This design comes from an exercise in tuning for small area and a short achievable clock period on the open sky130 flow, not from production work.
In this exercise RTL edits were held to simulation tests only and were not proved equivalent to the original.
No activity file was given, so power comes from the tool's default toggle rates.

==> flow/design.v (outline; a module is shown in full before it is edited, if it fits) <==
// module processor: 101 lines
// module shifter: 8 lines
// module big_amt: 3 lines
// module rd_dec: 53 lines
// module rd_port: 452 lines
// module rd_or: 34 lines
// module addr_add: 357 lines
// module g_inv: 3 lines
// module g_nand2: 3 lines
// module g_nand3: 3 lines
// module g_nand4: 3 lines
// module g_nor2: 3 lines
// module g_or3: 3 lines
// module g_nor4: 3 lines
// module g_o31ai: 3 lines
// module g_a222oi: 3 lines
// module g_a21oi: 3 lines
// module g_o21ai: 3 lines
// module g_xor2: 3 lines
module processor( input         clk, reset,
                  output [31:0] PC,
                  input  [31:0] instruction,
                  output        WE,
                  output [31:0] address_to_mem,
                  output [31:0] data_to_mem,
                  input  [31:0] data_from_mem
                );
  // ...
==> flow/flow/run.sh <==
#!/bin/bash
bash standard.sh "BUFFER_PORTS_ARGS=-buffer_cell sky130_fd_sc_hd__buf_2" finish > standard.log 2>&1
==> flow/standard.sh <==
#!/bin/bash
# synth_recipe.tcl (not shown) runs the flow's synth.tcl, then flattens the netlist and writes it again
# the make line also repeats each setting of config.mk as NAME=value (left out here)
make -C /OpenROAD-flow-scripts/flow DESIGN_CONFIG=/design/flow/config.mk WORK_HOME=/design/flow/orfs CLKGATE_MAP_FILE= SYNTH_SCRIPT=/design/flow/synth_recipe.tcl "${@:-finish}"
==> flow/config.mk <==
export PLATFORM = sky130hd
export DESIGN_NAME = processor
export DESIGN_NICKNAME = processor
export VERILOG_FILES = /design/flow/design.v
export SDC_FILE = /design/flow/constraint.sdc
export NUM_CORES = 4
export LEC_CHECK = 0
export CAP_MARGIN = 20
export CORE_MARGIN = 2
export CORE_UTILIZATION = 50
export CTS_CLUSTER_DIAMETER = 70
export CTS_CLUSTER_SIZE = 20
export SETUP_SLACK_MARGIN = 4
export SLEW_MARGIN = 40
export SYNTH_HIERARCHICAL = 1
export SYNTH_MINIMUM_KEEP_SIZE = 0
export TNS_END_PERCENT = 10
==> flow/constraint.sdc <==
create_clock -name core_clock -period 12.0 [get_ports {clk}]
set_input_delay 2.4000 -clock core_clock [delete_from_list [all_inputs] [get_ports {clk}]]
set_output_delay 2.4000 -clock core_clock [all_outputs]
set_load 0.01 [all_outputs]
==> out/summary.md, run 1 <==
The highest-power group was sequential cells. For the final routed database, the setup TNS stands at 0 ns. The later-pin clock latency in the skew report is 0.71 ns.

Cell internal power was estimated by the tool at 5896 uW. STA puts the critical path data arrival time at 8.56 ns. For the final cell count without fillers, the log shows 6,038. The signal on the critical path passes through buf_2, inv_1, nand3_1, nor2_2, buf_4, a222oi_1, nand3_1, or3_1, buf_4, mux2_2, mux4_2, nor2_1, a21oi_1, a221oi_2, a221oi_1, mux2i_1, o21ai_0, a211oi_1, o211ai_1, buf_4. The total CTS buffers came out at 69. Of the total standard cell area in the layout, the sequential portion is 47.68%. The run gives 10,530 as the violation count after the first detailed-route iteration.

The startpoint of the most critical hold path was pc_q[29]$_SDFFE_PP0P_. The tools report the combined global-route utilization of all metal layers as 43.87%. Across all register-to-register paths, the minimum setup slack is 6.13 ns. Port buffering added 162 buffers. In the final layout, the share of cells above drive strength 1 is 24.35%.

Per report_power, the Sequential row totals 3920 uW. The share of total power dissipated in sequential elements is 44.8%. The cell at the root of the clock tree is sky130_fd_sc_hd__clkbuf_16. Setup repair after global routing could not meet its margin everywhere. The number of flip-flops under the largest register name is 992. The fraction of registers with async set or reset after synthesis was 0%; the count of flip-flops and latches was 1,024. The final-report hold violation count is 0, and the final critical delay including setup and external delays is 8.235 ns.

Detailed placement finished with a half-perimeter wire length of 165,400 um. The worst setup path is of the input pin to flip-flop kind. Dividing the detail-routed wire length by the instance count gives 40.88 um. For this run, global-route usage on met3 was measured as 14.27%. The fraction of met2 tracks used by global routing was 63.83%. The count of multi-input gates came out at 2,849. The endpoint identified for the worst register-to-register timing path is rf[28][16]$_DFFE_PP_.

Summing every instance area after synthesis gives 0.05311 sq mm. Setup violations remaining at the end of the flow were counted as 0. After synthesis, the largest family of logic cells by area is compound AO/OA/AOI/OAI gates. The worst hold path cell count came out at 2. Max-cap violations in this run came to 0. The area share of the largest cell type after synthesis is 56.09%, and the routing usage on met1 is 55.99%.

The biggest area contributor in the post-synthesis netlist is sky130_fd_sc_hd__edfxtp_1. The number of enable flip-flop cells after synthesis was 992. The run finished with no timing, DRC or antenna violations.
==> module addr_add, before the edit <==
module addr_add(input [31:0] o1, input [31:0] o2, input [31:0] o3,
                input [31:0] a, input [15:0] imm, output [31:0] y);
    wire [31:0] b = {{16{imm[15]}}, imm};
    wire [31:0] t = a ^ b;
    wire [31:0] gn0, pn0;
    g_o31ai g0_0 (.a(o1[0]), .b(o2[0]), .c(o3[0]), .d(b[0]), .y(gn0[0]));
    g_nor4 q0_0 (.a(o1[0]), .b(o2[0]), .c(o3[0]), .d(b[0]), .y(pn0[0]));
    g_o31ai g0_1 (.a(o1[1]), .b(o2[1]), .c(o3[1]), .d(b[1]), .y(gn0[1]));
    g_nor4 q0_1 (.a(o1[1]), .b(o2[1]), .c(o3[1]), .d(b[1]), .y(pn0[1]));
    g_o31ai g0_2 (.a(o1[2]), .b(o2[2]), .c(o3[2]), .d(b[2]), .y(gn0[2]));
    g_nor4 q0_2 (.a(o1[2]), .b(o2[2]), .c(o3[2]), .d(b[2]), .y(pn0[2]));
    g_o31ai g0_3 (.a(o1[3]), .b(o2[3]), .c(o3[3]), .d(b[3]), .y(gn0[3]));
    g_nor4 q0_3 (.a(o1[3]), .b(o2[3]), .c(o3[3]), .d(b[3]), .y(pn0[3]));
    g_o31ai g0_4 (.a(o1[4]), .b(o2[4]), .c(o3[4]), .d(b[4]), .y(gn0[4]));
    g_nor4 q0_4 (.a(o1[4]), .b(o2[4]), .c(o3[4]), .d(b[4]), .y(pn0[4]));
    g_o31ai g0_5 (.a(o1[5]), .b(o2[5]), .c(o3[5]), .d(b[5]), .y(gn0[5]));
    g_nor4 q0_5 (.a(o1[5]), .b(o2[5]), .c(o3[5]), .d(b[5]), .y(pn0[5]));
    g_o31ai g0_6 (.a(o1[6]), .b(o2[6]), .c(o3[6]), .d(b[6]), .y(gn0[6]));
    g_nor4 q0_6 (.a(o1[6]), .b(o2[6]), .c(o3[6]), .d(b[6]), .y(pn0[6]));
    g_o31ai g0_7 (.a(o1[7]), .b(o2[7]), .c(o3[7]), .d(b[7]), .y(gn0[7]));
    g_nor4 q0_7 (.a(o1[7]), .b(o2[7]), .c(o3[7]), .d(b[7]), .y(pn0[7]));
    g_o31ai g0_8 (.a(o1[8]), .b(o2[8]), .c(o3[8]), .d(b[8]), .y(gn0[8]));
    g_nor4 q0_8 (.a(o1[8]), .b(o2[8]), .c(o3[8]), .d(b[8]), .y(pn0[8]));
    g_o31ai g0_9 (.a(o1[9]), .b(o2[9]), .c(o3[9]), .d(b[9]), .y(gn0[9]));
    g_nor4 q0_9 (.a(o1[9]), .b(o2[9]), .c(o3[9]), .d(b[9]), .y(pn0[9]));
    g_o31ai g0_10 (.a(o1[10]), .b(o2[10]), .c(o3[10]), .d(b[10]), .y(gn0[10]));
    g_nor4 q0_10 (.a(o1[10]), .b(o2[10]), .c(o3[10]), .d(b[10]), .y(pn0[10]));
    g_o31ai g0_11 (.a(o1[11]), .b(o2[11]), .c(o3[11]), .d(b[11]), .y(gn0[11]));
    g_nor4 q0_11 (.a(o1[11]), .b(o2[11]), .c(o3[11]), .d(b[11]), .y(pn0[11]));
    g_o31ai g0_12 (.a(o1[12]), .b(o2[12]), .c(o3[12]), .d(b[12]), .y(gn0[12]));
    g_nor4 q0_12 (.a(o1[12]), .b(o2[12]), .c(o3[12]), .d(b[12]), .y(pn0[12]));
    g_o31ai g0_13 (.a(o1[13]), .b(o2[13]), .c(o3[13]), .d(b[13]), .y(gn0[13]));
    g_nor4 q0_13 (.a(o1[13]), .b(o2[13]), .c(o3[13]), .d(b[13]), .y(pn0[13]));
    g_o31ai g0_14 (.a(o1[14]), .b(o2[14]), .c(o3[14]), .d(b[14]), .y(gn0[14]));
    g_nor4 q0_14 (.a(o1[14]), .b(o2[14]), .c(o3[14]), .d(b[14]), .y(pn0[14]));
    g_o31ai g0_15 (.a(o1[15]), .b(o2[15]), .c(o3[15]), .d(b[15]), .y(gn0[15]));
    g_nor4 q0_15 (.a(o1[15]), .b(o2[15]), .c(o3[15]), .d(b[15]), .y(pn0[15]));
    g_o31ai g0_16 (.a(o1[16]), .b(o2[16]), .c(o3[16]), .d(b[16]), .y(gn0[16]));
    g_nor4 q0_16 (.a(o1[16]), .b(o2[16]), .c(o3[16]), .d(b[16]), .y(pn0[16]));
    g_o31ai g0_17 (.a(o1[17]), .b(o2[17]), .c(o3[17]), .d(b[17]), .y(gn0[17]));
    g_nor4 q0_17 (.a(o1[17]), .b(o2[17]), .c(o3[17]), .d(b[17]), .y(pn0[17]));
    g_o31ai g0_18 (.a(o1[18]), .b(o2[18]), .c(o3[18]), .d(b[18]), .y(gn0[18]));
    g_nor4 q0_18 (.a(o1[18]), .b(o2[18]), .c(o3[18]), .d(b[18]), .y(pn0[18]));
    g_o31ai g0_19 (.a(o1[19]), .b(o2[19]), .c(o3[19]), .d(b[19]), .y(gn0[19]));
    g_nor4 q0_19 (.a(o1[19]), .b(o2[19]), .c(o3[19]), .d(b[19]), .y(pn0[19]));
    g_o31ai g0_20 (.a(o1[20]), .b(o2[20]), .c(o3[20]), .d(b[20]), .y(gn0[20]));
    g_nor4 q0_20 (.a(o1[20]), .b(o2[20]), .c(o3[20]), .d(b[20]), .y(pn0[20]));
    g_o31ai g0_21 (.a(o1[21]), .b(o2[21]), .c(o3[21]), .d(b[21]), .y(gn0[21]));
    g_nor4 q0_21 (.a(o1[21]), .b(o2[21]), .c(o3[21]), .d(b[21]), .y(pn0[21]));
    g_o31ai g0_22 (.a(o1[22]), .b(o2[22]), .c(o3[22]), .d(b[22]), .y(gn0[22]));
    g_nor4 q0_22 (.a(o1[22]), .b(o2[22]), .c(o3[22]), .d(b[22]), .y(pn0[22]));
    g_o31ai g0_23 (.a(o1[23]), .b(o2[23]), .c(o3[23]), .d(b[23]), .y(gn0[23]));
    g_nor4 q0_23 (.a(o1[23]), .b(o2[23]), .c(o3[23]), .d(b[23]), .y(pn0[23]));
    g_o31ai g0_24 (.a(o1[24]), .b(o2[24]), .c(o3[24]), .d(b[24]), .y(gn0[24]));
    g_nor4 q0_24 (.a(o1[24]), .b(o2[24]), .c(o3[24]), .d(b[24]), .y(pn0[24]));
    g_o31ai g0_25 (.a(o1[25]), .b(o2[25]), .c(o3[25]), .d(b[25]), .y(gn0[25]));
    g_nor4 q0_25 (.a(o1[25]), .b(o2[25]), .c(o3[25]), .d(b[25]), .y(pn0[25]));
    g_o31ai g0_26 (.a(o1[26]), .b(o2[26]), .c(o3[26]), .d(b[26]), .y(gn0[26]));
    g_nor4 q0_26 (.a(o1[26]), .b(o2[26]), .c(o3[26]), .d(b[26]), .y(pn0[26]));
    g_o31ai g0_27 (.a(o1[27]), .b(o2[27]), .c(o3[27]), .d(b[27]), .y(gn0[27]));
    g_nor4 q0_27 (.a(o1[27]), .b(o2[27]), .c(o3[27]), .d(b[27]), .y(pn0[27]));
    g_o31ai g0_28 (.a(o1[28]), .b(o2[28]), .c(o3[28]), .d(b[28]), .y(gn0[28]));
    g_nor4 q0_28 (.a(o1[28]), .b(o2[28]), .c(o3[28]), .d(b[28]), .y(pn0[28]));
    g_o31ai g0_29 (.a(o1[29]), .b(o2[29]), .c(o3[29]), .d(b[29]), .y(gn0[29]));
    g_nor4 q0_29 (.a(o1[29]), .b(o2[29]), .c(o3[29]), .d(b[29]), .y(pn0[29]));
    g_o31ai g0_30 (.a(o1[30]), .b(o2[30]), .c(o3[30]), .d(b[30]), .y(gn0[30]));
    g_nor4 q0_30 (.a(o1[30]), .b(o2[30]), .c(o3[30]), .d(b[30]), .y(pn0[30]));
    g_o31ai g0_31 (.a(o1[31]), .b(o2[31]), .c(o3[31]), .d(b[31]), .y(gn0[31]));
    g_nor4 q0_31 (.a(o1[31]), .b(o2[31]), .c(o3[31]), .d(b[31]), .y(pn0[31]));
    wire [31:0] G1, P1;
    g_inv G1_0 (.a(gn0[0]), .y(G1[0]));
    g_o21ai G1_1 (.a1(pn0[1]), .a2(gn0[0]), .b(gn0[1]), .y(G1[1]));
    g_o21ai G1_2 (.a1(pn0[2]), .a2(gn0[1]), .b(gn0[2]), .y(G1[2]));
    g_nor2 P1_2 (.a(pn0[2]), .b(pn0[1]), .y(P1[2]));
    g_o21ai G1_3 (.a1(pn0[3]), .a2(gn0[2]), .b(gn0[3]), .y(G1[3]));
    g_nor2 P1_3 (.a(pn0[3]), .b(pn0[2]), .y(P1[3]));
    g_o21ai G1_4 (.a1(pn0[4]), .a2(gn0[3]), .b(gn0[4]), .y(G1[4]));
    g_nor2 P1_4 (.a(pn0[4]), .b(pn0[3]), .y(P1[4]));
    g_o21ai G1_5 (.a1(pn0[5]), .a2(gn0[4]), .b(gn0[5]), .y(G1[5]));
    g_nor2 P1_5 (.a(pn0[5]), .b(pn0[4]), .y(P1[5]));
    g_o21ai G1_6 (.a1(pn0[6]), .a2(gn0[5]), .b(gn0[6]), .y(G1[6]));
    g_nor2 P1_6 (.a(pn0[6]), .b(pn0[5]), .y(P1[6]));
    g_o21ai G1_7 (.a1(pn0[7]), .a2(gn0[6]), .b(gn0[7]), .y(G1[7]));
    g_nor2 P1_7 (.a(pn0[7]), .b(pn0[6]), .y(P1[7]));
    g_o21ai G1_8 (.a1(pn0[8]), .a2(gn0[7]), .b(gn0[8]), .y(G1[8]));
    g_nor2 P1_8 (.a(pn0[8]), .b(pn0[7]), .y(P1[8]));
    g_o21ai G1_9 (.a1(pn0[9]), .a2(gn0[8]), .b(gn0[9]), .y(G1[9]));
    g_nor2 P1_9 (.a(pn0[9]), .b(pn0[8]), .y(P1[9]));
    g_o21ai G1_10 (.a1(pn0[10]), .a2(gn0[9]), .b(gn0[10]), .y(G1[10]));
    g_nor2 P1_10 (.a(pn0[10]), .b(pn0[9]), .y(P1[10]));
    g_o21ai G1_11 (.a1(pn0[11]), .a2(gn0[10]), .b(gn0[11]), .y(G1[11]));
    g_nor2 P1_11 (.a(pn0[11]), .b(pn0[10]), .y(P1[11]));
    g_o21ai G1_12 (.a1(pn0[12]), .a2(gn0[11]), .b(gn0[12]), .y(G1[12]));
    g_nor2 P1_12 (.a(pn0[12]), .b(pn0[11]), .y(P1[12]));
    g_o21ai G1_13 (.a1(pn0[13]), .a2(gn0[12]), .b(gn0[13]), .y(G1[13]));
    g_nor2 P1_13 (.a(pn0[13]), .b(pn0[12]), .y(P1[13]));
    g_o21ai G1_14 (.a1(pn0[14]), .a2(gn0[13]), .b(gn0[14]), .y(G1[14]));
    g_nor2 P1_14 (.a(pn0[14]), .b(pn0[13]), .y(P1[14]));
    g_o21ai G1_15 (.a1(pn0[15]), .a2(gn0[14]), .b(gn0[15]), .y(G1[15]));
    g_nor2 P1_15 (.a(pn0[15]), .b(pn0[14]), .y(P1[15]));
    g_o21ai G1_16 (.a1(pn0[16]), .a2(gn0[15]), .b(gn0[16]), .y(G1[16]));
    g_nor2 P1_16 (.a(pn0[16]), .b(pn0[15]), .y(P1[16]));
    g_o21ai G1_17 (.a1(pn0[17]), .a2(gn0[16]), .b(gn0[17]), .y(G1[17]));
    g_nor2 P1_17 (.a(pn0[17]), .b(pn0[16]), .y(P1[17]));
    g_o21ai G1_18 (.a1(pn0[18]), .a2(gn0[17]), .b(gn0[18]), .y(G1[18]));
    g_nor2 P1_18 (.a(pn0[18]), .b(pn0[17]), .y(P1[18]));
    g_o21ai G1_19 (.a1(pn0[19]), .a2(gn0[18]), .b(gn0[19]), .y(G1[19]));
    g_nor2 P1_19 (.a(pn0[19]), .b(pn0[18]), .y(P1[19]));
    g_o21ai G1_20 (.a1(pn0[20]), .a2(gn0[19]), .b(gn0[20]), .y(G1[20]));
    g_nor2 P1_20 (.a(pn0[20]), .b(pn0[19]), .y(P1[20]));
    g_o21ai G1_21 (.a1(pn0[21]), .a2(gn0[20]), .b(gn0[21]), .y(G1[21]));
    g_nor2 P1_21 (.a(pn0[21]), .b(pn0[20]), .y(P1[21]));
    g_o21ai G1_22 (.a1(pn0[22]), .a2(gn0[21]), .b(gn0[22]), .y(G1[22]));
    g_nor2 P1_22 (.a(pn0[22]), .b(pn0[21]), .y(P1[22]));
    g_o21ai G1_23 (.a1(pn0[23]), .a2(gn0[22]), .b(gn0[23]), .y(G1[23]));
    g_nor2 P1_23 (.a(pn0[23]), .b(pn0[22]), .y(P1[23]));
    g_o21ai G1_24 (.a1(pn0[24]), .a2(gn0[23]), .b(gn0[24]), .y(G1[24]));
    g_nor2 P1_24 (.a(pn0[24]), .b(pn0[23]), .y(P1[24]));
    g_o21ai G1_25 (.a1(pn0[25]), .a2(gn0[24]), .b(gn0[25]), .y(G1[25]));
    g_nor2 P1_25 (.a(pn0[25]), .b(pn0[24]), .y(P1[25]));
    g_o21ai G1_26 (.a1(pn0[26]), .a2(gn0[25]), .b(gn0[26]), .y(G1[26]));
    g_nor2 P1_26 (.a(pn0[26]), .b(pn0[25]), .y(P1[26]));
    g_o21ai G1_27 (.a1(pn0[27]), .a2(gn0[26]), .b(gn0[27]), .y(G1[27]));
    g_nor2 P1_27 (.a(pn0[27]), .b(pn0[26]), .y(P1[27]));
    g_o21ai G1_28 (.a1(pn0[28]), .a2(gn0[27]), .b(gn0[28]), .y(G1[28]));
    g_nor2 P1_28 (.a(pn0[28]), .b(pn0[27]), .y(P1[28]));
    g_o21ai G1_29 (.a1(pn0[29]), .a2(gn0[28]), .b(gn0[29]), .y(G1[29]));
    g_nor2 P1_29 (.a(pn0[29]), .b(pn0[28]), .y(P1[29]));
    g_o21ai G1_30 (.a1(pn0[30]), .a2(gn0[29]), .b(gn0[30]), .y(G1[30]));
    g_nor2 P1_30 (.a(pn0[30]), .b(pn0[29]), .y(P1[30]));
    wire [31:0] G2, P2;
    g_inv G2_0 (.a(G1[0]), .y(G2[0]));
    g_inv G2_1 (.a(G1[1]), .y(G2[1]));
    g_a21oi G2_2 (.a1(P1[2]), .a2(G1[0]), .b(G1[2]), .y(G2[2]));
    g_a21oi G2_3 (.a1(P1[3]), .a2(G1[1]), .b(G1[3]), .y(G2[3]));
    g_a21oi G2_4 (.a1(P1[4]), .a2(G1[2]), .b(G1[4]), .y(G2[4]));
    g_nand2 P2_4 (.a(P1[4]), .b(P1[2]), .y(P2[4]));
    g_a21oi G2_5 (.a1(P1[5]), .a2(G1[3]), .b(G1[5]), .y(G2[5]));
    g_nand2 P2_5 (.a(P1[5]), .b(P1[3]), .y(P2[5]));
    g_a21oi G2_6 (.a1(P1[6]), .a2(G1[4]), .b(G1[6]), .y(G2[6]));
    g_nand2 P2_6 (.a(P1[6]), .b(P1[4]), .y(P2[6]));
    g_a21oi G2_7 (.a1(P1[7]), .a2(G1[5]), .b(G1[7]), .y(G2[7]));
    g_nand2 P2_7 (.a(P1[7]), .b(P1[5]), .y(P2[7]));
    g_a21oi G2_8 (.a1(P1[8]), .a2(G1[6]), .b(G1[8]), .y(G2[8]));
    g_nand2 P2_8 (.a(P1[8]), .b(P1[6]), .y(P2[8]));
    g_a21oi G2_9 (.a1(P1[9]), .a2(G1[7]), .b(G1[9]), .y(G2[9]));
    g_nand2 P2_9 (.a(P1[9]), .b(P1[7]), .y(P2[9]));
    g_a21oi G2_10 (.a1(P1[10]), .a2(G1[8]), .b(G1[10]), .y(G2[10]));
    g_nand2 P2_10 (.a(P1[10]), .b(P1[8]), .y(P2[10]));
    g_a21oi G2_11 (.a1(P1[11]), .a2(G1[9]), .b(G1[11]), .y(G2[11]));
    g_nand2 P2_11 (.a(P1[11]), .b(P1[9]), .y(P2[11]));
    g_a21oi G2_12 (.a1(P1[12]), .a2(G1[10]), .b(G1[12]), .y(G2[12]));
    g_nand2 P2_12 (.a(P1[12]), .b(P1[10]), .y(P2[12]));
    g_a21oi G2_13 (.a1(P1[13]), .a2(G1[11]), .b(G1[13]), .y(G2[13]));
    g_nand2 P2_13 (.a(P1[13]), .b(P1[11]), .y(P2[13]));
    g_a21oi G2_14 (.a1(P1[14]), .a2(G1[12]), .b(G1[14]), .y(G2[14]));
    g_nand2 P2_14 (.a(P1[14]), .b(P1[12]), .y(P2[14]));
    g_a21oi G2_15 (.a1(P1[15]), .a2(G1[13]), .b(G1[15]), .y(G2[15]));
    g_nand2 P2_15 (.a(P1[15]), .b(P1[13]), .y(P2[15]));
    g_a21oi G2_16 (.a1(P1[16]), .a2(G1[14]), .b(G1[16]), .y(G2[16]));
    g_nand2 P2_16 (.a(P1[16]), .b(P1[14]), .y(P2[16]));
    g_a21oi G2_17 (.a1(P1[17]), .a2(G1[15]), .b(G1[17]), .y(G2[17]));
    g_nand2 P2_17 (.a(P1[17]), .b(P1[15]), .y(P2[17]));
    g_a21oi G2_18 (.a1(P1[18]), .a2(G1[16]), .b(G1[18]), .y(G2[18]));
    g_nand2 P2_18 (.a(P1[18]), .b(P1[16]), .y(P2[18]));
    g_a21oi G2_19 (.a1(P1[19]), .a2(G1[17]), .b(G1[19]), .y(G2[19]));
    g_nand2 P2_19 (.a(P1[19]), .b(P1[17]), .y(P2[19]));
    g_a21oi G2_20 (.a1(P1[20]), .a2(G1[18]), .b(G1[20]), .y(G2[20]));
    g_nand2 P2_20 (.a(P1[20]), .b(P1[18]), .y(P2[20]));
    g_a21oi G2_21 (.a1(P1[21]), .a2(G1[19]), .b(G1[21]), .y(G2[21]));
    g_nand2 P2_21 (.a(P1[21]), .b(P1[19]), .y(P2[21]));
    g_a21oi G2_22 (.a1(P1[22]), .a2(G1[20]), .b(G1[22]), .y(G2[22]));
    g_nand2 P2_22 (.a(P1[22]), .b(P1[20]), .y(P2[22]));
    g_a21oi G2_23 (.a1(P1[23]), .a2(G1[21]), .b(G1[23]), .y(G2[23]));
    g_nand2 P2_23 (.a(P1[23]), .b(P1[21]), .y(P2[23]));
    g_a21oi G2_24 (.a1(P1[24]), .a2(G1[22]), .b(G1[24]), .y(G2[24]));
    g_nand2 P2_24 (.a(P1[24]), .b(P1[22]), .y(P2[24]));
    g_a21oi G2_25 (.a1(P1[25]), .a2(G1[23]), .b(G1[25]), .y(G2[25]));
    g_nand2 P2_25 (.a(P1[25]), .b(P1[23]), .y(P2[25]));
    g_a21oi G2_26 (.a1(P1[26]), .a2(G1[24]), .b(G1[26]), .y(G2[26]));
    g_nand2 P2_26 (.a(P1[26]), .b(P1[24]), .y(P2[26]));
    g_a21oi G2_27 (.a1(P1[27]), .a2(G1[25]), .b(G1[27]), .y(G2[27]));
    g_nand2 P2_27 (.a(P1[27]), .b(P1[25]), .y(P2[27]));
    g_a21oi G2_28 (.a1(P1[28]), .a2(G1[26]), .b(G1[28]), .y(G2[28]));
    g_nand2 P2_28 (.a(P1[28]), .b(P1[26]), .y(P2[28]));
    g_a21oi G2_29 (.a1(P1[29]), .a2(G1[27]), .b(G1[29]), .y(G2[29]));
    g_nand2 P2_29 (.a(P1[29]), .b(P1[27]), .y(P2[29]));
    g_a21oi G2_30 (.a1(P1[30]), .a2(G1[28]), .b(G1[30]), .y(G2[30]));
    g_nand2 P2_30 (.a(P1[30]), .b(P1[28]), .y(P2[30]));
    wire [31:0] G3, P3;
    g_inv G3_0 (.a(G2[0]), .y(G3[0]));
    g_inv G3_1 (.a(G2[1]), .y(G3[1]));
    g_inv G3_2 (.a(G2[2]), .y(G3[2]));
    g_inv G3_3 (.a(G2[3]), .y(G3[3]));
    g_o21ai G3_4 (.a1(P2[4]), .a2(G2[0]), .b(G2[4]), .y(G3[4]));
    g_o21ai G3_5 (.a1(P2[5]), .a2(G2[1]), .b(G2[5]), .y(G3[5]));
    g_o21ai G3_6 (.a1(P2[6]), .a2(G2[2]), .b(G2[6]), .y(G3[6]));
    g_o21ai G3_7 (.a1(P2[7]), .a2(G2[3]), .b(G2[7]), .y(G3[7]));
    g_o21ai G3_8 (.a1(P2[8]), .a2(G2[4]), .b(G2[8]), .y(G3[8]));
    g_nor2 P3_8 (.a(P2[8]), .b(P2[4]), .y(P3[8]));
    g_o21ai G3_9 (.a1(P2[9]), .a2(G2[5]), .b(G2[9]), .y(G3[9]));
    g_nor2 P3_9 (.a(P2[9]), .b(P2[5]), .y(P3[9]));
    g_o21ai G3_10 (.a1(P2[10]), .a2(G2[6]), .b(G2[10]), .y(G3[10]));
    g_nor2 P3_10 (.a(P2[10]), .b(P2[6]), .y(P3[10]));
    g_o21ai G3_11 (.a1(P2[11]), .a2(G2[7]), .b(G2[11]), .y(G3[11]));
    g_nor2 P3_11 (.a(P2[11]), .b(P2[7]), .y(P3[11]));
    g_o21ai G3_12 (.a1(P2[12]), .a2(G2[8]), .b(G2[12]), .y(G3[12]));
    g_nor2 P3_12 (.a(P2[12]), .b(P2[8]), .y(P3[12]));
    g_o21ai G3_13 (.a1(P2[13]), .a2(G2[9]), .b(G2[13]), .y(G3[13]));
    g_nor2 P3_13 (.a(P2[13]), .b(P2[9]), .y(P3[13]));
    g_o21ai G3_14 (.a1(P2[14]), .a2(G2[10]), .b(G2[14]), .y(G3[14]));
    g_nor2 P3_14 (.a(P2[14]), .b(P2[10]), .y(P3[14]));
    g_o21ai G3_15 (.a1(P2[15]), .a2(G2[11]), .b(G2[15]), .y(G3[15]));
    g_nor2 P3_15 (.a(P2[15]), .b(P2[11]), .y(P3[15]));
    g_o21ai G3_16 (.a1(P2[16]), .a2(G2[12]), .b(G2[16]), .y(G3[16]));
    g_nor2 P3_16 (.a(P2[16]), .b(P2[12]), .y(P3[16]));
    g_o21ai G3_17 (.a1(P2[17]), .a2(G2[13]), .b(G2[17]), .y(G3[17]));
    g_nor2 P3_17 (.a(P2[17]), .b(P2[13]), .y(P3[17]));
    g_o21ai G3_18 (.a1(P2[18]), .a2(G2[14]), .b(G2[18]), .y(G3[18]));
    g_nor2 P3_18 (.a(P2[18]), .b(P2[14]), .y(P3[18]));
    g_o21ai G3_19 (.a1(P2[19]), .a2(G2[15]), .b(G2[19]), .y(G3[19]));
    g_nor2 P3_19 (.a(P2[19]), .b(P2[15]), .y(P3[19]));
    g_o21ai G3_20 (.a1(P2[20]), .a2(G2[16]), .b(G2[20]), .y(G3[20]));
    g_nor2 P3_20 (.a(P2[20]), .b(P2[16]), .y(P3[20]));
    g_o21ai G3_21 (.a1(P2[21]), .a2(G2[17]), .b(G2[21]), .y(G3[21]));
    g_nor2 P3_21 (.a(P2[21]), .b(P2[17]), .y(P3[21]));
    g_o21ai G3_22 (.a1(P2[22]), .a2(G2[18]), .b(G2[22]), .y(G3[22]));
    g_nor2 P3_22 (.a(P2[22]), .b(P2[18]), .y(P3[22]));
    g_o21ai G3_23 (.a1(P2[23]), .a2(G2[19]), .b(G2[23]), .y(G3[23]));
    g_nor2 P3_23 (.a(P2[23]), .b(P2[19]), .y(P3[23]));
    g_o21ai G3_24 (.a1(P2[24]), .a2(G2[20]), .b(G2[24]), .y(G3[24]));
    g_nor2 P3_24 (.a(P2[24]), .b(P2[20]), .y(P3[24]));
    g_o21ai G3_25 (.a1(P2[25]), .a2(G2[21]), .b(G2[25]), .y(G3[25]));
    g_nor2 P3_25 (.a(P2[25]), .b(P2[21]), .y(P3[25]));
    g_o21ai G3_26 (.a1(P2[26]), .a2(G2[22]), .b(G2[26]), .y(G3[26]));
    g_nor2 P3_26 (.a(P2[26]), .b(P2[22]), .y(P3[26]));
    g_o21ai G3_27 (.a1(P2[27]), .a2(G2[23]), .b(G2[27]), .y(G3[27]));
    g_nor2 P3_27 (.a(P2[27]), .b(P2[23]), .y(P3[27]));
    g_o21ai G3_28 (.a1(P2[28]), .a2(G2[24]), .b(G2[28]), .y(G3[28]));
    g_nor2 P3_28 (.a(P2[28]), .b(P2[24]), .y(P3[28]));
    g_o21ai G3_29 (.a1(P2[29]), .a2(G2[25]), .b(G2[29]), .y(G3[29]));
    g_nor2 P3_29 (.a(P2[29]), .b(P2[25]), .y(P3[29]));
    g_o21ai G3_30 (.a1(P2[30]), .a2(G2[26]), .b(G2[30]), .y(G3[30]));
    g_nor2 P3_30 (.a(P2[30]), .b(P2[26]), .y(P3[30]));
    wire [31:0] G4, P4;
    g_inv G4_0 (.a(G3[0]), .y(G4[0]));
    g_inv G4_1 (.a(G3[1]), .y(G4[1]));
    g_inv G4_2 (.a(G3[2]), .y(G4[2]));
    g_inv G4_3 (.a(G3[3]), .y(G4[3]));
    g_inv G4_4 (.a(G3[4]), .y(G4[4]));
    g_inv G4_5 (.a(G3[5]), .y(G4[5]));
    g_inv G4_6 (.a(G3[6]), .y(G4[6]));
    g_inv G4_7 (.a(G3[7]), .y(G4[7]));
    g_a21oi G4_8 (.a1(P3[8]), .a2(G3[0]), .b(G3[8]), .y(G4[8]));
    g_a21oi G4_9 (.a1(P3[9]), .a2(G3[1]), .b(G3[9]), .y(G4[9]));
    g_a21oi G4_10 (.a1(P3[10]), .a2(G3[2]), .b(G3[10]), .y(G4[10]));
    g_a21oi G4_11 (.a1(P3[11]), .a2(G3[3]), .b(G3[11]), .y(G4[11]));
    g_a21oi G4_12 (.a1(P3[12]), .a2(G3[4]), .b(G3[12]), .y(G4[12]));
    g_a21oi G4_13 (.a1(P3[13]), .a2(G3[5]), .b(G3[13]), .y(G4[13]));
    g_a21oi G4_14 (.a1(P3[14]), .a2(G3[6]), .b(G3[14]), .y(G4[14]));
    g_a21oi G4_15 (.a1(P3[15]), .a2(G3[7]), .b(G3[15]), .y(G4[15]));
    g_a21oi G4_16 (.a1(P3[16]), .a2(G3[8]), .b(G3[16]), .y(G4[16]));
    g_nand2 P4_16 (.a(P3[16]), .b(P3[8]), .y(P4[16]));
    g_a21oi G4_17 (.a1(P3[17]), .a2(G3[9]), .b(G3[17]), .y(G4[17]));
    g_nand2 P4_17 (.a(P3[17]), .b(P3[9]), .y(P4[17]));
    g_a21oi G4_18 (.a1(P3[18]), .a2(G3[10]), .b(G3[18]), .y(G4[18]));
    g_nand2 P4_18 (.a(P3[18]), .b(P3[10]), .y(P4[18]));
    g_a21oi G4_19 (.a1(P3[19]), .a2(G3[11]), .b(G3[19]), .y(G4[19]));
    g_nand2 P4_19 (.a(P3[19]), .b(P3[11]), .y(P4[19]));
    g_a21oi G4_20 (.a1(P3[20]), .a2(G3[12]), .b(G3[20]), .y(G4[20]));
    g_nand2 P4_20 (.a(P3[20]), .b(P3[12]), .y(P4[20]));
    g_a21oi G4_21 (.a1(P3[21]), .a2(G3[13]), .b(G3[21]), .y(G4[21]));
    g_nand2 P4_21 (.a(P3[21]), .b(P3[13]), .y(P4[21]));
    g_a21oi G4_22 (.a1(P3[22]), .a2(G3[14]), .b(G3[22]), .y(G4[22]));
    g_nand2 P4_22 (.a(P3[22]), .b(P3[14]), .y(P4[22]));
    g_a21oi G4_23 (.a1(P3[23]), .a2(G3[15]), .b(G3[23]), .y(G4[23]));
    g_nand2 P4_23 (.a(P3[23]), .b(P3[15]), .y(P4[23]));
    g_a21oi G4_24 (.a1(P3[24]), .a2(G3[16]), .b(G3[24]), .y(G4[24]));
    g_nand2 P4_24 (.a(P3[24]), .b(P3[16]), .y(P4[24]));
    g_a21oi G4_25 (.a1(P3[25]), .a2(G3[17]), .b(G3[25]), .y(G4[25]));
    g_nand2 P4_25 (.a(P3[25]), .b(P3[17]), .y(P4[25]));
    g_a21oi G4_26 (.a1(P3[26]), .a2(G3[18]), .b(G3[26]), .y(G4[26]));
    g_nand2 P4_26 (.a(P3[26]), .b(P3[18]), .y(P4[26]));
    g_a21oi G4_27 (.a1(P3[27]), .a2(G3[19]), .b(G3[27]), .y(G4[27]));
    g_nand2 P4_27 (.a(P3[27]), .b(P3[19]), .y(P4[27]));
    g_a21oi G4_28 (.a1(P3[28]), .a2(G3[20]), .b(G3[28]), .y(G4[28]));
    g_nand2 P4_28 (.a(P3[28]), .b(P3[20]), .y(P4[28]));
    g_a21oi G4_29 (.a1(P3[29]), .a2(G3[21]), .b(G3[29]), .y(G4[29]));
    g_nand2 P4_29 (.a(P3[29]), .b(P3[21]), .y(P4[29]));
    g_a21oi G4_30 (.a1(P3[30]), .a2(G3[22]), .b(G3[30]), .y(G4[30]));
    g_nand2 P4_30 (.a(P3[30]), .b(P3[22]), .y(P4[30]));
    wire [31:0] G5, P5;
    g_inv G5_0 (.a(G4[0]), .y(G5[0]));
    g_inv G5_1 (.a(G4[1]), .y(G5[1]));
    g_inv G5_2 (.a(G4[2]), .y(G5[2]));
    g_inv G5_3 (.a(G4[3]), .y(G5[3]));
    g_inv G5_4 (.a(G4[4]), .y(G5[4]));
    g_inv G5_5 (.a(G4[5]), .y(G5[5]));
    g_inv G5_6 (.a(G4[6]), .y(G5[6]));
    g_inv G5_7 (.a(G4[7]), .y(G5[7]));
    g_inv G5_8 (.a(G4[8]), .y(G5[8]));
    g_inv G5_9 (.a(G4[9]), .y(G5[9]));
    g_inv G5_10 (.a(G4[10]), .y(G5[10]));
    g_inv G5_11 (.a(G4[11]), .y(G5[11]));
    g_inv G5_12 (.a(G4[12]), .y(G5[12]));
    g_inv G5_13 (.a(G4[13]), .y(G5[13]));
    g_inv G5_14 (.a(G4[14]), .y(G5[14]));
    g_inv G5_15 (.a(G4[15]), .y(G5[15]));
    g_o21ai G5_16 (.a1(P4[16]), .a2(G4[0]), .b(G4[16]), .y(G5[16]));
    g_o21ai G5_17 (.a1(P4[17]), .a2(G4[1]), .b(G4[17]), .y(G5[17]));
    g_o21ai G5_18 (.a1(P4[18]), .a2(G4[2]), .b(G4[18]), .y(G5[18]));
    g_o21ai G5_19 (.a1(P4[19]), .a2(G4[3]), .b(G4[19]), .y(G5[19]));
    g_o21ai G5_20 (.a1(P4[20]), .a2(G4[4]), .b(G4[20]), .y(G5[20]));
    g_o21ai G5_21 (.a1(P4[21]), .a2(G4[5]), .b(G4[21]), .y(G5[21]));
    g_o21ai G5_22 (.a1(P4[22]), .a2(G4[6]), .b(G4[22]), .y(G5[22]));
    g_o21ai G5_23 (.a1(P4[23]), .a2(G4[7]), .b(G4[23]), .y(G5[23]));
    g_o21ai G5_24 (.a1(P4[24]), .a2(G4[8]), .b(G4[24]), .y(G5[24]));
    g_o21ai G5_25 (.a1(P4[25]), .a2(G4[9]), .b(G4[25]), .y(G5[25]));
    g_o21ai G5_26 (.a1(P4[26]), .a2(G4[10]), .b(G4[26]), .y(G5[26]));
    g_o21ai G5_27 (.a1(P4[27]), .a2(G4[11]), .b(G4[27]), .y(G5[27]));
    g_o21ai G5_28 (.a1(P4[28]), .a2(G4[12]), .b(G4[28]), .y(G5[28]));
    g_o21ai G5_29 (.a1(P4[29]), .a2(G4[13]), .b(G4[29]), .y(G5[29]));
    g_o21ai G5_30 (.a1(P4[30]), .a2(G4[14]), .b(G4[30]), .y(G5[30]));
    wire [31:0] c = {G5[30:0], 1'b0};
    assign y[0] = t[0];
    g_xor2 s1 (.a(t[1]), .b(c[1]), .y(y[1]));
    g_xor2 s2 (.a(t[2]), .b(c[2]), .y(y[2]));
    g_xor2 s3 (.a(t[3]), .b(c[3]), .y(y[3]));
    g_xor2 s4 (.a(t[4]), .b(c[4]), .y(y[4]));
    g_xor2 s5 (.a(t[5]), .b(c[5]), .y(y[5]));
    g_xor2 s6 (.a(t[6]), .b(c[6]), .y(y[6]));
    g_xor2 s7 (.a(t[7]), .b(c[7]), .y(y[7]));
    g_xor2 s8 (.a(t[8]), .b(c[8]), .y(y[8]));
    g_xor2 s9 (.a(t[9]), .b(c[9]), .y(y[9]));
    g_xor2 s10 (.a(t[10]), .b(c[10]), .y(y[10]));
    g_xor2 s11 (.a(t[11]), .b(c[11]), .y(y[11]));
    g_xor2 s12 (.a(t[12]), .b(c[12]), .y(y[12]));
    g_xor2 s13 (.a(t[13]), .b(c[13]), .y(y[13]));
    g_xor2 s14 (.a(t[14]), .b(c[14]), .y(y[14]));
    g_xor2 s15 (.a(t[15]), .b(c[15]), .y(y[15]));
    g_xor2 s16 (.a(t[16]), .b(c[16]), .y(y[16]));
    g_xor2 s17 (.a(t[17]), .b(c[17]), .y(y[17]));
    g_xor2 s18 (.a(t[18]), .b(c[18]), .y(y[18]));
    g_xor2 s19 (.a(t[19]), .b(c[19]), .y(y[19]));
    g_xor2 s20 (.a(t[20]), .b(c[20]), .y(y[20]));
    g_xor2 s21 (.a(t[21]), .b(c[21]), .y(y[21]));
    g_xor2 s22 (.a(t[22]), .b(c[22]), .y(y[22]));
    g_xor2 s23 (.a(t[23]), .b(c[23]), .y(y[23]));
    g_xor2 s24 (.a(t[24]), .b(c[24]), .y(y[24]));
    g_xor2 s25 (.a(t[25]), .b(c[25]), .y(y[25]));
    g_xor2 s26 (.a(t[26]), .b(c[26]), .y(y[26]));
    g_xor2 s27 (.a(t[27]), .b(c[27]), .y(y[27]));
    g_xor2 s28 (.a(t[28]), .b(c[28]), .y(y[28]));
    g_xor2 s29 (.a(t[29]), .b(c[29]), .y(y[29]));
    g_xor2 s30 (.a(t[30]), .b(c[30]), .y(y[30]));
    g_xor2 s31 (.a(t[31]), .b(c[31]), .y(y[31]));
endmodule
==> inputs of run 2 (changes only) <==
--- a/flow/design.v
+++ b/flow/design.v
@@ -654,3 +654,35 @@
     wire [31:0] b = {{16{imm[15]}}, imm};
-    wire [31:0] t = a ^ b;
+    wire [31:0] ad, t = ad ^ b;
+    g_or3 ad0 (.a(o1[0]), .b(o2[0]), .c(o3[0]), .y(ad[0]));
+    g_or3 ad1 (.a(o1[1]), .b(o2[1]), .c(o3[1]), .y(ad[1]));
+    g_or3 ad2 (.a(o1[2]), .b(o2[2]), .c(o3[2]), .y(ad[2]));
+    g_or3 ad3 (.a(o1[3]), .b(o2[3]), .c(o3[3]), .y(ad[3]));
+    g_or3 ad4 (.a(o1[4]), .b(o2[4]), .c(o3[4]), .y(ad[4]));
+    g_or3 ad5 (.a(o1[5]), .b(o2[5]), .c(o3[5]), .y(ad[5]));
+    g_or3 ad6 (.a(o1[6]), .b(o2[6]), .c(o3[6]), .y(ad[6]));
+    g_or3 ad7 (.a(o1[7]), .b(o2[7]), .c(o3[7]), .y(ad[7]));
+    g_or3 ad8 (.a(o1[8]), .b(o2[8]), .c(o3[8]), .y(ad[8]));
+    g_or3 ad9 (.a(o1[9]), .b(o2[9]), .c(o3[9]), .y(ad[9]));
+    g_or3 ad10 (.a(o1[10]), .b(o2[10]), .c(o3[10]), .y(ad[10]));
+    g_or3 ad11 (.a(o1[11]), .b(o2[11]), .c(o3[11]), .y(ad[11]));
+    g_or3 ad12 (.a(o1[12]), .b(o2[12]), .c(o3[12]), .y(ad[12]));
+    g_or3 ad13 (.a(o1[13]), .b(o2[13]), .c(o3[13]), .y(ad[13]));
+    g_or3 ad14 (.a(o1[14]), .b(o2[14]), .c(o3[14]), .y(ad[14]));
+    g_or3 ad15 (.a(o1[15]), .b(o2[15]), .c(o3[15]), .y(ad[15]));
+    g_or3 ad16 (.a(o1[16]), .b(o2[16]), .c(o3[16]), .y(ad[16]));
+    g_or3 ad17 (.a(o1[17]), .b(o2[17]), .c(o3[17]), .y(ad[17]));
+    g_or3 ad18 (.a(o1[18]), .b(o2[18]), .c(o3[18]), .y(ad[18]));
+    g_or3 ad19 (.a(o1[19]), .b(o2[19]), .c(o3[19]), .y(ad[19]));
+    g_or3 ad20 (.a(o1[20]), .b(o2[20]), .c(o3[20]), .y(ad[20]));
+    g_or3 ad21 (.a(o1[21]), .b(o2[21]), .c(o3[21]), .y(ad[21]));
+    g_or3 ad22 (.a(o1[22]), .b(o2[22]), .c(o3[22]), .y(ad[22]));
+    g_or3 ad23 (.a(o1[23]), .b(o2[23]), .c(o3[23]), .y(ad[23]));
+    g_or3 ad24 (.a(o1[24]), .b(o2[24]), .c(o3[24]), .y(ad[24]));
+    g_or3 ad25 (.a(o1[25]), .b(o2[25]), .c(o3[25]), .y(ad[25]));
+    g_or3 ad26 (.a(o1[26]), .b(o2[26]), .c(o3[26]), .y(ad[26]));
+    g_or3 ad27 (.a(o1[27]), .b(o2[27]), .c(o3[27]), .y(ad[27]));
+    g_or3 ad28 (.a(o1[28]), .b(o2[28]), .c(o3[28]), .y(ad[28]));
+    g_or3 ad29 (.a(o1[29]), .b(o2[29]), .c(o3[29]), .y(ad[29]));
+    g_or3 ad30 (.a(o1[30]), .b(o2[30]), .c(o3[30]), .y(ad[30]));
+    g_or3 ad31 (.a(o1[31]), .b(o2[31]), .c(o3[31]), .y(ad[31]));
     wire [31:0] gn0, pn0;
==> flow/run.sh (new file) <==
#!/bin/bash
# synth_recipe.tcl (not shown) runs the flow's synth.tcl, then flattens the netlist and writes it again
# the make line also repeats each setting of config.mk as NAME=value (left out here)
make -C /OpenROAD-flow-scripts/flow DESIGN_CONFIG=/design/flow/config.mk WORK_HOME=/design/flow/orfs CLKGATE_MAP_FILE= SYNTH_SCRIPT=/design/flow/synth_recipe.tcl finish
removed: flow/flow/run.sh
removed: flow/standard.sh
==> run 2 against run 1 <==
First-iteration DRC count grew 15%. Die area grew 0.37%. Critical endpoint is now rf[9][24]$_DFFE_PP_. Sequential power about the same. Global-route usage rose by 3.1 points. Fmax fell by 1.0%. Synthesized cell count up 0.78%. Via count increased by 4.0%. Cell area rose by 1.0%. Sequential cell count unchanged. Combinational power rose by 3%. Cell count is 2.0% higher. Critical path depth down 2.
==> out/summary.md, run 2 <==
The clock edge transition at the registers on the reported setup and hold paths is 0.07 ns (about the same). Cell with the largest stage delay on the worst path: sky130_fd_sc_hd__o21ai_0 (was sky130_fd_sc_hd__nand3_1). The number of cells produced by synthesis was 4,128 (was 4,096); the setup-violating endpoint count in the final report was 0 (unchanged). The number of maximum-capacitance violations is 0 (unchanged). The headroom to the max-slew limit came out at 33.32% (was 38.47%). The critical path startpoint was instruction[18] (unchanged). The later-pin clock latency in the skew report is 0.70 ns (was 0.71 ns). The basic-gate share of the synthesized area counting and, or, nand and nor cells came out at 10.69% (was 10.35%).

The largest fanout of any net on the critical path came out at 31 (was 32). The height of the chip is 330.5 um (was 329.9 um), and the adder-cell share of the synthesized area is 3.009% (was 3.020%). The delay of the slowest cell on the worst path works out to 0.81 ns (was 0.57 ns).

The capture point of the worst reg-to-reg path was rf[9][24]$_DFFE_PP_ (was rf[28][16]$_DFFE_PP_). Setup repair after global routing could not meet its margin everywhere. Number of warning messages in the yosys log: 9 (unchanged).

The placement row count was 119 (unchanged). Class of the tightest hold or removal check: flip-flop to flip-flop (unchanged). The tools report the deepest clock path buffer count as 3 (unchanged). The area growth from synthesis to final layout is 20.92% (was 20.17%).

For the via count of the first global-routing pass, the log shows 45,060 (was 43,120). The critical path buffer and inverter count was 4 (was 5). Largest net degree at the start of global routing: 46 (was 51). The worst hold path cell count was 2 (unchanged); the count of final max-slew check failures was 0 (unchanged). The register-to-register path setup slack was 5.94 ns (was 6.13 ns); the slew at the pin closest to its max-slew limit was 0.9897 ns (was 0.9133 ns). The area share of the largest cell type after synthesis was 55.88% (was 56.09%). The number of enable flip-flop cells after synthesis is 992 (unchanged). The routability congestion estimate from global placement was 1.079 (was 1.068); the total of buffers placed on input and output ports was 162 (unchanged). Startpoint of the lowest-slack register-to-register path: rf[4][1]$_DFFE_PP_ (was rf[25][0]$_DFFE_PP_). The tools report the number of vias in the routed layout as 48,890 (was 47,000).

The startpoint of the most critical hold path is pc_q[1]$_SDFFE_PP0P_ (was pc_q[29]$_SDFFE_PP0P_). The maximum clock frequency was 120.2 MHz (was 121.4 MHz); the hold buffer count at CTS was 0 (unchanged). The proportion of synthesized area in mux cells was 3.147% (was 3.159%). Largest area contributor in the synthesized netlist: sky130_fd_sc_hd__edfxtp_1 (unchanged). The power per unit of standard cell area works out to 135.9 mW/mm^2 (was 137.0 mW/mm^2). The run gives 0.04056 ns (was 0.05593 ns) as the post-route clock skew. For the DRC violation count after routing, the log shows 0 (unchanged). For the total wire length after detailed routing, the log shows 262,200 um (was 246,800 um).

TritonCTS built the clock tree. The final critical delay including setup and external delays is 8.320 ns (was 8.235 ns), and the H-tree depth reported by CTS is 3 (unchanged). The die width was 330.5 um (was 329.9 um); the area fraction in compound gates after synthesis was 21.52% (was 21.60%). Cell type group with the largest total delay on the critical path: compound AO/OA/AOI/OAI gates (unchanged). Post-detailed-placement half-perimeter wirelength: 179,600 um (was 165,400 um). The area of the die is 0.1092 sq mm (was 0.1088 sq mm), and the routed via count divided by cell count is 7.941 (was 7.783).

The final routed wire length divided by cell count was 42.58 um (was 40.88 um); the peak supply drop was 0.0001446 V (was 0.0001182 V). Average instance area after synthesis: 12.91 sq um (was 12.97 sq um). The tools report the worst hold endpoint as pc_q[1]$_SDFFE_PP0P_ (was pc_q[29]$_SDFFE_PP0P_). The tools report the first-pass iteration count of the detailed router as 14 (unchanged). The run finished with no timing, DRC or antenna violations.

The tools report the kind of start point of the critical path as an input pin (unchanged). The accumulated negative setup slack came out at 0 ns (unchanged). The leakage power of the design was 0.02239 uW (was 0.02208 uW). Count of nets after finishing: 4,914 (was 4,788). Commonest cells after routing, fill and taps aside: 992 x sky130_fd_sc_hd__edfxtp_1, 662 x sky130_fd_sc_hd__a222oi_1, 385 x sky130_fd_sc_hd__buf_4 (was 992 x sky130_fd_sc_hd__edfxtp_1, 662 x sky130_fd_sc_hd__a222oi_1, 251 x sky130_fd_sc_hd__buf_4). The run gives 70 (was 69) as the total CTS buffers. The number of flip-flops under the largest register name came out at 992 (unchanged). The proportion of synthesized chip area in sequential cells is 57.08% (was 57.30%), and the count of nets left with antenna violations after detail routing is 0 (unchanged). The tools report the boundary pin count as 163 (unchanged). The final core utilization was 61.06% (was 60.63%).

Critical path cell sequence: clkdlybuf4s15_2, inv_1, nand3_2, nor2_4, buf_4, a222oi_1, nand4_1, or3_2, mux2_2, o22ai_1, a221oi_1, o21ai_0, a222oi_1, mux2i_1, o21ai_0, a211oi_1, o221ai_2, buf_4 (was buf_2, inv_1, nand3_1, nor2_2, buf_4, a222oi_1, nand3_1, or3_1, buf_4, mux2_2, mux4_2, nor2_1, a21oi_1, a221oi_2, a221oi_1, mux2i_1, o21ai_0, a211oi_1, o211ai_1, buf_4). The violation count after the first detailed-route iteration is 12,140 (was 10,530), and the number of unique standard cell types used by synthesis is 95 (unchanged). Dominant combinational cell family by area after synthesis: compound AO/OA/AOI/OAI gates (unchanged).

Top cells by instance count after synthesis: 992 x sky130_fd_sc_hd__edfxtp_1, 662 x sky130_fd_sc_hd__a222oi_1, 259 x sky130_fd_sc_hd__nand2_1, 248 x sky130_fd_sc_hd__nor2_1, 145 x sky130_fd_sc_hd__nand4_1 (unchanged). Combined global-route utilization of all metal layers: 46.98% (was 43.87%). The tools report the data required time at the worst endpoint as 12.43 ns (was 12.33 ns).

The register bank with the most flops was rf (unchanged). The most frequently used cell type in the post-synthesis netlist was sky130_fd_sc_hd__edfxtp_1 (unchanged). The cell at the root of the clock tree was sky130_fd_sc_hd__clkbuf_16 (unchanged).

The starting utilization of the core area is 50.50% (was 50.45%), and the placeable core area is 0.1056 sq mm (was 0.1053 sq mm). The share of the cycle needed by the critical path after routing was 69.33% (was 68.62%). The logs give 8.75 ns (was 8.56 ns) for the arrival time at the worst endpoint and 0.05331 sq mm (was 0.05311 sq mm) for the combined area of all synthesized cells. Synthesis-stage register bit count: 1,024 (unchanged). Commonest non-fill, non-tap cell in the layout: sky130_fd_sc_hd__edfxtp_1 (unchanged). The tools report the final-report hold violation count as 0 (unchanged). The logs give 1,024 (unchanged) for the TritonCTS sink count and 354,300 um (was 333,100 um) for the global-route wire length before repair. Synth top area cells: sky130_fd_sc_hd__edfxtp_1 56%, sky130_fd_sc_hd__a222oi_1 12%, sky130_fd_sc_hd__ha_1 2.9% (unchanged). Largest regs: rf: 992 flops, pc_q: 32 flops (unchanged). The capturing element type of the critical path was a flip-flop (unchanged). The number of cell instances on the worst register-to-register path is 16 (was 15). The most common flop cell mapped by yosys was sky130_fd_sc_hd__edfxtp_1 (unchanged).

The total nets after synthesis was 4,321 (was 4,289); the post-synthesis share of cell area spent on xor and xnor gates was 2.727% (was 2.738%). The fraction of registers with async set or reset after synthesis is 0% (unchanged). The category of the most critical setup path is input pin to flip-flop (unchanged).

The share of post-route cells with drive strength above 1 was 22.92% (was 24.35%). The logs give 16 (was 15) for the initial antenna violation count and 0 (unchanged) for the remaining global-route overflow.
-- run 2: what timing repair did --
item                                    4_1_cts  5_1_grt
resized for setup                           435       43
setup buffers                               240       17
gates cloned                                  5        1
pin swaps                                   222       24
endpoints found under the setup margin     1086     1074
-- run 2: kinds of logic (layout without fill, tap and decap cells) --
logic type | Yosys count | in the layout
buf+inv | 224 | 843
other cells | 0 | 14
flops | 1024 | 1024
fa+ha+maj | 127 | 127
compound gates | 1353 | 1353
xor+xnor | 166 | 166
mux | 137 | 137
simple gates | 1097 | 1102
-- run 2: how the worst max path moves through the flow --
stage | to | slack [ns] | cells past startpoint
final | rf[9][24]$_DFFE_PP_ | 3.68 | 18
after global routing | address_to_mem[29] | 3.69 | 22
after CTS | data_to_mem[7] | 3.75 | 10
after detailed placement | address_to_mem[31] | 1.60 | 15
after global placement | address_to_mem[29] | 1.54 | 15
after floorplan | rf[10][26]$_DFFE_PP_ | 4.00 | 16
-- run 2: tightest hold or removal path, stage by stage, from the launching register on --
cell                      delay (ns)
sky130_fd_sc_hd__dfxtp_1        0.37
sky130_fd_sc_hd__a22oi_1        0.08
sky130_fd_sc_hd__nor2_1         0.08
-- run 2: cell type report --
| type | count | area (sq um) |
|---|---|---|
| Antenna cell | 14 | 35.03 |
| Clock inverter | 27 | 365.4 |
| Tap cell | 1391 | 1740 |
| Clock buffer | 76 | 1795 |
| Sequential cell | 1024 | 30430 |
| Fill cell | 8309 | 41100 |
| Timing Repair Buffer | 613 | 5429 |
| Multi-Input combinational cell | 2885 | 24180 |
| Inverter | 127 | 488.0 |
-- run 2: power by group --
group / internal (uW) / total (uW) / switching (uW)
logic: 815 / 2390 / 1570
clock network: 1160 / 2460 / 1290
registers: 3910 / 3920 / 7.42
-- run 2: modules after synthesis (local to each module, per instance), a selection --
module	cells inside	area (sq um)	copies in the design
g_nor2	1	3.754	114
shifter	359	2816	1
g_nand4	1	6.256	128
g_a21oi	1	8.758	52
processor	2245	38730	1
g_nor4	1	12.51	30
g_o31ai	1	12.51	31
addr_add	35	319.1	1
g_o21ai	1	5.005	72
g_nand3	1	5.005	80
-- run 2: metrics by stage --
stage	total power, uW	cells	setup WS, ns	hold WS, ns	instance area, sq um
3_3_place_gp	6097	5771	1.541	0.5309	58330
6_report	8757	6157	3.680	0.5706	64460
5_1_grt	8949	6143	3.693	0.5965	64430
3_5_place_dp	6080	5776	1.600	0.5438	58500
2_1_floorplan	5179	4128	4.004	0.5556	53310
4_1_cts	8634	6124	3.747	0.5675	64140
-- run 2: metal layers --
| metal | share of wire (%) | global-route usage [%] | up-vias | wire length (um) |
|---|---|---|---|---|
| li1 | - | - | 19250 | - |
| met1 | 33 | 57.37 | 24070 | 87040 |
| met2 | 41 | 67.55 | 4529 | 108600 |
| met3 | 16 | 17.61 | 1035 | 40670 |
| met4 | 9.9 | 35.84 | 6 | 25830 |
| met5 | 0.016 | 0 | - | 41 |
==> inputs of run 3 (changes only) <==
==> flow/flow/run.sh (new file) <==
#!/bin/bash
bash standard.sh "BUFFER_PORTS_ARGS=-buffer_cell sky130_fd_sc_hd__buf_2" finish > standard.log 2>&1
==> flow/standard.sh (new file) <==
#!/bin/bash
# synth_recipe.tcl (not shown) runs the flow's synth.tcl, then flattens the netlist and writes it again
# the make line also repeats each setting of config.mk as NAME=value (left out here)
make -C /OpenROAD-flow-scripts/flow DESIGN_CONFIG=/design/flow/config.mk WORK_HOME=/design/flow/orfs CLKGATE_MAP_FILE= SYNTH_SCRIPT=/design/flow/synth_recipe.tcl "${@:-finish}"
--- a/flow/config.mk
+++ b/flow/config.mk
@@ -16,2 +16,2 @@
 export SYNTH_MINIMUM_KEEP_SIZE = 0
-export TNS_END_PERCENT = 10
+export TNS_END_PERCENT = 30
removed: flow/run.sh
==> run 3 against run 2 <==
Still clean on timing, DRC and antenna. Largest cell class unchanged. Cell count shrank 1.6%. Die area did not move. Sequential cell count stayed put. Critical path depth rose by 1. Area after synthesis unchanged. Utilization shrank 1.4 points.
==> out/summary.md, run 3 <==
The number of flip-flops under the largest register name works out to 992 (unchanged). For the number of cells produced by synthesis, the log shows 4,128 (unchanged). The run gives 20 (was 16) as the initial antenna violation count. The register-to-register path setup slack was 5.87 ns (was 5.94 ns); the clock edge transition at the registers on the reported setup and hold paths was 0.07 ns (about the same). The final-report hold violation count is 0 (unchanged), and the setup-violating endpoint count in the final report is 0 (unchanged). DRC violation count after routing: 0 (unchanged). TritonCTS built the clock tree. Largest area contributor in the synthesized netlist: sky130_fd_sc_hd__edfxtp_1 (unchanged).

Startpoint of the lowest-slack register-to-register path: rf[28][21]$_DFFE_PP_ (was rf[4][1]$_DFFE_PP_). The count of nets left with antenna violations after detail routing is 0 (unchanged). The slew at the pin closest to its max-slew limit is 0.9472 ns (was 0.9897 ns), and the largest net degree at the start of global routing is 50 (was 46). The run gives 4,816 (was 4,914) as the count of nets after finishing. The cell at the root of the clock tree is sky130_fd_sc_hd__clkbuf_16 (unchanged). The average instance area after synthesis was 12.91 sq um (unchanged); the count of filler cells inserted in the layout was 8,594 (was 8,309). The run gives 0.1092 sq mm (unchanged) as the area of the die.

Critical path cell sequence: buf_2, inv_1, nand2_2, nor2_4, buf_4, a222oi_1, nand4_1, or3_1, buf_4, xor2_1, ha_1, nand4b_1, nor2_1, a221oi_4, o311a_1, o31ai_2, mux2i_4, o21ai_0, nand2_4 (was clkdlybuf4s15_2, inv_1, nand3_2, nor2_4, buf_4, a222oi_1, nand4_1, or3_2, mux2_2, o22ai_1, a221oi_1, o21ai_0, a222oi_1, mux2i_1, o21ai_0, a211oi_1, o221ai_2, buf_4). The logs give 255,700 um (was 262,200 um) for the total wire length after detailed routing and 28.2% (was 28.0%) for the clock network fraction of total power. The commonest non-fill, non-tap cell in the layout is sky130_fd_sc_hd__edfxtp_1 (unchanged). The hold buffer count at CTS was 0 (unchanged). Global-route wire length before repair: 341,800 um (was 354,300 um). The number of vias in the routed layout is 47,750 (was 48,890), and the number of cell instances on the worst register-to-register path is 15 (was 16).

The deepest clock path buffer count is 3 (unchanged), and the post-detailed-placement half-perimeter wirelength is 171,800 um (was 179,600 um). The fraction of registers with async set or reset after synthesis is 0% (unchanged). The power per unit of standard cell area is 137.2 mW/mm^2 (was 135.9 mW/mm^2), and the maximum clock frequency is 119.2 MHz (was 120.2 MHz).

The accumulated negative setup slack was 0 ns (unchanged). The tools report the critical path startpoint as instruction[16] (was instruction[18]). The starting utilization of the core area was 50.50% (unchanged). The flow ran to the end and the layout has no timing, DRC or antenna violations. The final routed wire length divided by cell count was 42.22 um (was 42.58 um). The arrival time at the worst endpoint was 8.81 ns (was 8.75 ns); the share of the cycle needed by the critical path after routing was 69.93% (was 69.33%). The register bank with the most flops was rf (unchanged). Largest regs: rf: 992 flops, pc_q: 32 flops (unchanged). The number of warning messages in the yosys log was 9 (unchanged). The run gives 1.031 (was 1.079) as the routability congestion estimate from global placement. The category of the most critical setup path was input pin to flip-flop (unchanged). Setup repair after global routing could not meet its margin everywhere. The routed via count divided by cell count works out to 7.885 (was 7.941). The capture point of the worst reg-to-reg path was rf[20][7]$_DFFE_PP_ (was rf[9][24]$_DFFE_PP_). The run gives 11,840 (was 12,140) as the violation count after the first detailed-route iteration. The tools report the kind of start point of the critical path as an input pin (unchanged). The logs give 0.0001375 V (was 0.0001446 V) for the peak supply drop and 0 (unchanged) for the count of final max-slew check failures. Startpoint of the most critical hold path: pc_q[29]$_SDFFE_PP0P_ (was pc_q[1]$_SDFFE_PP0P_). For the post-route clock skew, the log shows 0.03968 ns (was 0.04056 ns). Most common flop cell mapped by yosys: sky130_fd_sc_hd__edfxtp_1 (unchanged). For the relative contribution of sequential cells to total power, the log shows 45.3% (was 44.7%). Cell with the largest stage delay on the worst path: sky130_fd_sc_hd__a222oi_1 (was sky130_fd_sc_hd__o21ai_0). The number of unique standard cell types used by synthesis is 95 (unchanged), and the synthesis-stage register bit count is 1,024 (unchanged).

The most frequently used cell type in the post-synthesis netlist was sky130_fd_sc_hd__edfxtp_1 (unchanged). The tools report the endpoint of the worst setup timing path as rf[17][20]$_DFFE_PP_ (was rf[9][24]$_DFFE_PP_). Combined global-route utilization of all metal layers: 45.18% (was 46.98%). The tools report the boundary pin count as 163 (unchanged).

The total CTS buffers is 70 (unchanged), and the number of enable flip-flop cells after synthesis is 992 (unchanged). The combined area of all synthesized cells is 0.05331 sq mm (unchanged). The delay of the slowest cell on the worst path is 0.77 ns (was 0.81 ns), and the first-pass iteration count of the detailed router is 14 (unchanged).

The number of maximum-capacitance violations was 0 (unchanged); the placeable core area was 0.1056 sq mm (unchanged). The class of the tightest hold or removal check was flip-flop to flip-flop (unchanged). The switching part of the total power works out to 32.67% (was 32.79%). Pre-CTS setup slack: 2.317 ns (was 1.600 ns).

The H-tree depth reported by CTS was 3 (unchanged). The internal power of the cells came out at 5815 uW (was 5886 uW). The run gives 43,230 (was 45,060) as the via count of the first global-routing pass. Leakage power of the design: 0.02193 uW (was 0.02239 uW). Synth top area cells: sky130_fd_sc_hd__edfxtp_1 56%, sky130_fd_sc_hd__a222oi_1 12%, sky130_fd_sc_hd__ha_1 2.9% (unchanged).

The height of the chip was 330.5 um (unchanged); the total nets after synthesis was 4,321 (unchanged). The die width was 330.5 um (unchanged); the placement row count was 119 (unchanged). The proportion of synthesized chip area in sequential cells was 57.08% (unchanged). The capturing element type of the critical path was a flip-flop (unchanged). The area share of the largest cell type after synthesis is 55.88% (unchanged). The area growth from synthesis to final layout is 18.06% (was 20.92%), and the largest fanout of any net on the critical path is 32 (was 31). The run gives 0.70 ns (about the same) as the later-pin clock latency in the skew report.

Top cells by instance count after synthesis: 992 x sky130_fd_sc_hd__edfxtp_1, 662 x sky130_fd_sc_hd__a222oi_1, 259 x sky130_fd_sc_hd__nand2_1, 248 x sky130_fd_sc_hd__nor2_1, 145 x sky130_fd_sc_hd__nand4_1 (unchanged). The final critical delay including setup and external delays works out to 8.392 ns (was 8.320 ns). The tools report the headroom to the max-slew limit as 36.27% (was 33.32%). The run gives 0 (unchanged) as the remaining global-route overflow. Commonest cells after routing, fill and taps aside: 992 x sky130_fd_sc_hd__edfxtp_1, 662 x sky130_fd_sc_hd__a222oi_1, 302 x sky130_fd_sc_hd__buf_4 (was 992 x sky130_fd_sc_hd__edfxtp_1, 662 x sky130_fd_sc_hd__a222oi_1, 385 x sky130_fd_sc_hd__buf_4).

The total of buffers placed on input and output ports is 162 (unchanged), and the net switching power is 2821 uW (was 2871 uW). Share of post-route cells with drive strength above 1: 23.69% (was 22.92%). The data required time at the worst endpoint was 12.41 ns (was 12.43 ns); the TritonCTS sink count was 1,024 (unchanged). The share of total power in combinational logic is 26.5% (was 27.2%), and the post-layout worst setup margin is 3.608 ns (was 3.680 ns). The run gives 59.62% (was 61.06%) as the final core utilization. By instance count, the cell type seen most on the critical path is sky130_fd_sc_hd__buf_4.
==> run 3: stage by stage <==
stage               hold slack (ns)  total power, uW  area, sq um  instances
floorplan                    0.5556             5179        53310       4128
global placement             0.5966             5986        57260       5737
detailed placement           0.5967             5972        57320       5737
CTS                          0.6123             8485        62270       6016
global route                 0.6749             8828        62910       6047
finish                       0.6254             8636        62940       6056
==> run 3: how the worst min path moves through the flow <==
| stage | endpoint | slack, ns | cells past startpoint |
|---|---|---|---|
| after floorplan | pc_q[1]$_SDFFE_PP0P_ | 0.56 | 2 |
| after global placement | pc_q[29]$_SDFFE_PP0P_ | 0.60 | 2 |
| after detailed placement | pc_q[29]$_SDFFE_PP0P_ | 0.60 | 2 |
| after CTS | pc_q[29]$_SDFFE_PP0P_ | 0.61 | 2 |
| after global routing | pc_q[29]$_SDFFE_PP0P_ | 0.67 | 2 |
| final | pc_q[29]$_SDFFE_PP0P_ | 0.63 | 2 |
==> run 3: metal layers <==
layer,vias to the layer above,part of all wire [%],GRT usage (%)
met2,4243,42,65.95
met4,12,8.5,30.49
met5,-,0.033,0
met3,768,15,14.13
met1,23660,34,57.75
li1,19060,-,-
==> run 3: logic make-up after synthesis <==
logic type	after synthesis	synth area share, %
compound gates	1353	21.52
simple gates	1097	10.69
flops	1024	57.08
buf+inv	224	1.828
xor+xnor	166	2.727
mux	137	3.147
fa+ha+maj	127	3.009
==> run 3: Yosys stat by module, one instance, submodules excluded, excerpt <==
module | cells | copies in the design | flip-flops and latches
g_nor2 | 1 | 114 | 0
g_inv | 1 | 41 | 0
processor | 2245 | 1 | 1024
shifter | 359 | 1 | 0
big_amt | 28 | 1 | 0
g_a21oi | 1 | 52 | 0
g_nand3 | 1 | 80 | 0
addr_add | 35 | 1 | 0
g_a222oi | 1 | 640 | 0
g_nand2 | 1 | 114 | 0
g_or3 | 1 | 128 | 0
==> run 3: repair_timing <==
action,CTS,global route
pin swaps,163,59
gates resized for setup,235,81
buffers inserted,168,25
cloned,6,4
endpoints found under the setup margin,1054,982
==> run 3: final cells by class <==
| type | instances | area (sq um) | area share (%) |
|---|---|---|---|
| tap | 1391 | 1740 | 2.765 |
| clock inverter | 34 | 395.4 | 0.6282 |
| timing repair buffer | 515 | 4023 | 6.392 |
| multi-input combinational | 2885 | 24080 | 38.26 |
| inverter | 127 | 490.5 | 0.7793 |
| clock buffer | 71 | 1755 | 2.789 |
| antenna | 9 | 22.52 | 0.03579 |
| sequential | 1024 | 30430 | 48.35 |
==> run 3: power groups by stage <==
stage	clock network, uW	logic (uW)	registers, uW
finish	2440	2280	3920
detailed placement	0	1970	4000
floorplan	0	1180	4000
global placement	0	1990	4000
CTS	2440	2130	3920
global route	2560	2350	3920
==> run 3: worst max-delay path: cells and delay by family <==
kind / cells / cell delay, ns
AOI/OAI and AO/OA: 5 / 1.96
and+or+nand+nor: 7 / 2.31
adders and majority gates: 1 / 0.46
muxes: 1 / 0.48
xor gates and xnor gates: 1 / 0.18
buffers and inverters: 4 / 0.91

==> re-timing with driven ports <==
In the flow no input, the clock included, has a driving cell. The finished layouts below were timed again as built, in two steps.
Step 1: set_driving_cell puts a clkbuf_16 on clk and a buf_2 on each other input, an assumption about the parent block.
Step 2 moves the port delays by t, midway between the first and last clock arrival at a register: inputs arrive t later, outputs are due t later. That takes back most of the time a late clock gives input paths.
Slacks: ideal / step 1 / step 2; pairs: ideal / step 1.
run	t (ns)	setup slack, ns	worst setup path after step 2	worst slew at a driven data input, ns	cell pins on the clock port's net
run 1	0.762	3.765 / 3.736 / 3.045	input to register	0.08	1
run 2	0.758	3.680 / 3.652 / 2.928	input to register	0.07	1
run 3	0.753	3.608 / 3.653 / 2.900	input to register	0.10	1
After both steps setup and hold are still met in every run listed. The setup slack of run 2, which loses most, moves by -0.028 ns with the drivers and by -0.752 ns with both steps.
